Context: an optimization exercise on an open-source flow, tuned for small area and a short achievable clock period. The choices shown serve that exercise and are no tape-out recipe. RTL that was checked went through simulation tests only; none was proved equivalent to the original. Power is estimated from default activity; no workload was simulated.

==> inputs of 01-28 <==
## ChecksumRTL_noparam
module ChecksumRTL_noparam
(
  input  logic [0:0] clk ,
  input  logic [0:0] reset ,
  input  logic [0:0] recv__en  ,
  input  logic [127:0] recv__msg  ,
  output logic [0:0] recv__rdy  ,
  output logic [0:0] send__en  ,
  output logic [31:0] send__msg  ,
  input  logic [0:0] send__rdy
);
  logic [0:0]  full;
  logic [15:0] sum1_q, sum2_q;
  wire s1, c2;
  csa_fa u_s1 (.a(recv__msg[0]), .b(recv__msg[16]), .c(recv__msg[32]), .s(s1), .co(c2));
  wire s3, c4;
  csa_fa u_s3 (.a(recv__msg[1]), .b(recv__msg[17]), .c(recv__msg[33]), .s(s3), .co(c4));
  wire s5, c6;
  csa_fa u_s5 (.a(recv__msg[2]), .b(recv__msg[18]), .c(recv__msg[34]), .s(s5), .co(c6));
  wire s7, c8;
  csa_fa u_s7 (.a(recv__msg[3]), .b(recv__msg[19]), .c(recv__msg[35]), .s(s7), .co(c8));
  wire s9, c10;
  csa_fa u_s9 (.a(recv__msg[4]), .b(recv__msg[20]), .c(recv__msg[36]), .s(s9), .co(c10));
  wire s11, c12;
  csa_fa u_s11 (.a(recv__msg[5]), .b(recv__msg[21]), .c(recv__msg[37]), .s(s11), .co(c12));
  wire s13, c14;
  csa_fa u_s13 (.a(recv__msg[6]), .b(recv__msg[22]), .c(recv__msg[38]), .s(s13), .co(c14));
  ...
make LEC_CHECK=0 CAP_MARGIN=20 CORE_MARGIN=2 CORE_UTILIZATION=40 CTS_BUF_LIST=sky130_fd_sc_hd__clkbuf_4 SLEW_MARGIN=20 SYNTH_HIERARCHICAL=1 finish   # period 16.0 ns
run.sh (not shown) runs the stock make flow with config.mk's settings and CLKGATE_MAP_FILE= SYNTH_SCRIPT=/design/flow/synth_recipe.tcl, a recipe that flattens the netlist after the stock synthesis.
==> inputs of 10-04, as changes to 01-28 <==
--- a/flow/design.v
+++ b/flow/design.v
@@ -257,39 +257,53 @@
   assign s208 = c61 ^ s31 ^ s62;
   wire s209;
   assign s209 = c200 ^ c202 ^ s207;
   wire s210;
   assign s210 = s208 ^ c204 ^ s209;
   wire g211, p212;
-  csa_ha u_g211 (.a(s32), .b(s95), .g(g211), .p(p212));
+  assign g211 = s32 & s95;
+  assign p212 = s32 ^ s95;
   wire g213, p214;
-  csa_ha u_g213 (.a(c110), .b(s117), .g(g213), .p(p214));
+  assign g213 = c110 & s117;
+  assign p214 = c110 ^ s117;
   wire g215, p216;
-  csa_ha u_g215 (.a(c118), .b(s125), .g(g215), .p(p216));
+  assign g215 = c118 & s125;
+  assign p216 = c118 ^ s125;
   wire g217, p218;
-  csa_ha u_g217 (.a(c126), .b(s133), .g(g217), .p(p218));
+  assign g217 = c126 & s133;
+  assign p218 = c126 ^ s133;
   wire g219, p220;
-  csa_ha u_g219 (.a(c134), .b(s141), .g(g219), .p(p220));
+  assign g219 = c134 & s141;
+  assign p220 = c134 ^ s141;
   wire g221, p222;
-  csa_ha u_g221 (.a(c142), .b(s149), .g(g221), .p(p222));
+  assign g221 = c142 & s149;
+  assign p222 = c142 ^ s149;
   wire g223, p224;
-  csa_ha u_g223 (.a(c150), .b(s157), .g(g223), .p(p224));
+  assign g223 = c150 & s157;
+  assign p224 = c150 ^ s157;
   wire g225, p226;
-  csa_ha u_g225 (.a(c158), .b(s165), .g(g225), .p(p226));
+  assign g225 = c158 & s165;
+  assign p226 = c158 ^ s165;
   wire g227, p228;
-  csa_ha u_g227 (.a(c166), .b(s173), .g(g227), .p(p228));
+  assign g227 = c166 & s173;
+  assign p228 = c166 ^ s173;
   wire g229, p230;
-  csa_ha u_g229 (.a(c174), .b(s181), .g(g229), .p(p230));
+  assign g229 = c174 & s181;
+  assign p230 = c174 ^ s181;
   wire g231, p232;
-  csa_ha u_g231 (.a(c182), .b(s189), .g(g231), .p(p232));
+  assign g231 = c182 & s189;
+  assign p232 = c182 ^ s189;
   wire g233, p234;
-  csa_ha u_g233 (.a(c190), .b(s197), .g(g233), .p(p234));
+  assign g233 = c190 & s197;
+  assign p234 = c190 ^ s197;
   wire g235, p236;
-  csa_ha u_g235 (.a(c198), .b(s205), .g(g235), .p(p236));
+  assign g235 = c198 & s205;
+  assign p236 = c198 ^ s205;
   wire g237, p238;
-  csa_ha u_g237 (.a(c206), .b(s210), .g(g237), .p(p238));
+  assign g237 = c206 & s210;
+  assign p238 = c206 ^ s210;
   wire [15:0] s1_p = {p238, p236, p234, p232, p230, p228, p226, p224, p222, p220, p218, p216, p214, s109, s101, p212};
   wire s1_G1_1 = 1'b0 | (s1_p[1] & g211);
   wire s1_G1_3 = g213 | (s1_p[3] & 1'b0);
   wire s1_P1_3 = s1_p[3] & s1_p[2];
   wire s1_G1_5 = g217 | (s1_p[5] & g215);
   wire s1_P1_5 = s1_p[5] & s1_p[4];
@@ -574,35 +588,47 @@
   assign s448 = c434 ^ s445 ^ s446;
   wire s449;
   assign s449 = c436 ^ s447 ^ c438;
   wire s450;
   assign s450 = s448 ^ c440 ^ s449;
   wire g451, p452;
-  csa_ha u_g451 (.a(c256), .b(s267), .g(g451), .p(p452));
+  assign g451 = c256 & s267;
+  assign p452 = c256 ^ s267;
   wire g453, p454;
-  csa_ha u_g453 (.a(c268), .b(s281), .g(g453), .p(p454));
+  assign g453 = c268 & s281;
+  assign p454 = c268 ^ s281;
   wire g455, p456;
-  csa_ha u_g455 (.a(c298), .b(s313), .g(g455), .p(p456));
+  assign g455 = c298 & s313;
+  assign p456 = c298 ^ s313;
   wire g457, p458;
-  csa_ha u_g457 (.a(c314), .b(s329), .g(g457), .p(p458));
+  assign g457 = c314 & s329;
+  assign p458 = c314 ^ s329;
   wire g459, p460;
-  csa_ha u_g459 (.a(c330), .b(s345), .g(g459), .p(p460));
+  assign g459 = c330 & s345;
+  assign p460 = c330 ^ s345;
   wire g461, p462;
-  csa_ha u_g461 (.a(c346), .b(s361), .g(g461), .p(p462));
+  assign g461 = c346 & s361;
+  assign p462 = c346 ^ s361;
   wire g463, p464;
-  csa_ha u_g463 (.a(c362), .b(s377), .g(g463), .p(p464));
+  assign g463 = c362 & s377;
+  assign p464 = c362 ^ s377;
   wire g465, p466;
-  csa_ha u_g465 (.a(c378), .b(s393), .g(g465), .p(p466));
+  assign g465 = c378 & s393;
+  assign p466 = c378 ^ s393;
   wire g467, p468;
-  csa_ha u_g467 (.a(c394), .b(s409), .g(g467), .p(p468));
+  assign g467 = c394 & s409;
+  assign p468 = c394 ^ s409;
   wire g469, p470;
-  csa_ha u_g469 (.a(c410), .b(s425), .g(g469), .p(p470));
+  assign g469 = c410 & s425;
+  assign p470 = c410 ^ s425;
   wire g471, p472;
-  csa_ha u_g471 (.a(c426), .b(s441), .g(g471), .p(p472));
+  assign g471 = c426 & s441;
+  assign p472 = c426 ^ s441;
   wire g473, p474;
-  csa_ha u_g473 (.a(c442), .b(s450), .g(g473), .p(p474));
+  assign g473 = c442 & s450;
+  assign p474 = c442 ^ s450;
   wire [15:0] s2_p = {p474, p472, p470, p468, p466, p464, p462, p460, p458, p456, s297, p454, p452, s255, ~(s245), ~s239};
   wire s2_G1_1 = s245 | (s2_p[1] & 1'b0);
   wire s2_G1_3 = g451 | (s2_p[3] & 1'b0);
   wire s2_P1_3 = s2_p[3] & s2_p[2];
   wire s2_G1_5 = 1'b0 | (s2_p[5] & g453);
   wire s2_P1_5 = s2_p[5] & s2_p[4];
@@ -679,10 +705,6 @@
   assign send__msg = {sum2_q, sum1_q};
 endmodule
 module csa_fa (input logic a, input logic b, input logic c, output logic s, output logic co);
   assign s  = a ^ b ^ c;
   assign co = (a & b) | (a & c) | (b & c);
 endmodule
-module csa_ha (input logic a, input logic b, output logic g, output logic p);
-  assign g = a & b;
-  assign p = a ^ b;
-endmodule
==> summary.txt <==
	10-04	01-28
Routed wire length	13600 um	13840 um
Sequential share of power	0.144	0.139
Leakage dissipation	3.143 nW	3.111 nW
Combinational Power Share	0.831	0.838
Number of different library cells in the post-synthesis netlist	30	39
Top achievable clock speed	0.1324 GHz	0.1317 GHz
Number of inverters outside the clock class in the layout	45	38
Die X-Extent	127.7 um	127.8 um
Routed wire per std cell	17.71 um	17.99 um
Reported combinational group power	1.50 mW	1.55 mW
HPWL after detailed placement	13230 um	13380 um
Vias after detailed routing	3627	3681
Clock-pin slew reported for the worst setup and hold paths after clock tree synthesis	0.10 ns	0.08 ns
Data arrival time at the worst-slack endpoint	4.35 ns	4.40 ns
Min Clock Period, post-route	7.551 ns	7.595 ns
Share of the synthesized netlist area taken by xor and xnor gates	0.07152	0.06284
Tot GR Track Use	0.1836	0.1871
Net count after synthesis	757	761
Area fraction in compound gates after synthesis	0.03433	0.04387
Critical path capture point	recv__rdy[0]	send__en[0]
Run status	complete, no violations	complete, no violations
Internal power summed over all cells	1.003 mW	1.002 mW
Met2 usage	0.3388	0.3419
Slew of the pin with the lowest slew margin	0.4766 ns	0.4567 ns
M1 GR Usage	0.2399	0.2539
The RTL of 01-28 was laid out without a check of its function.
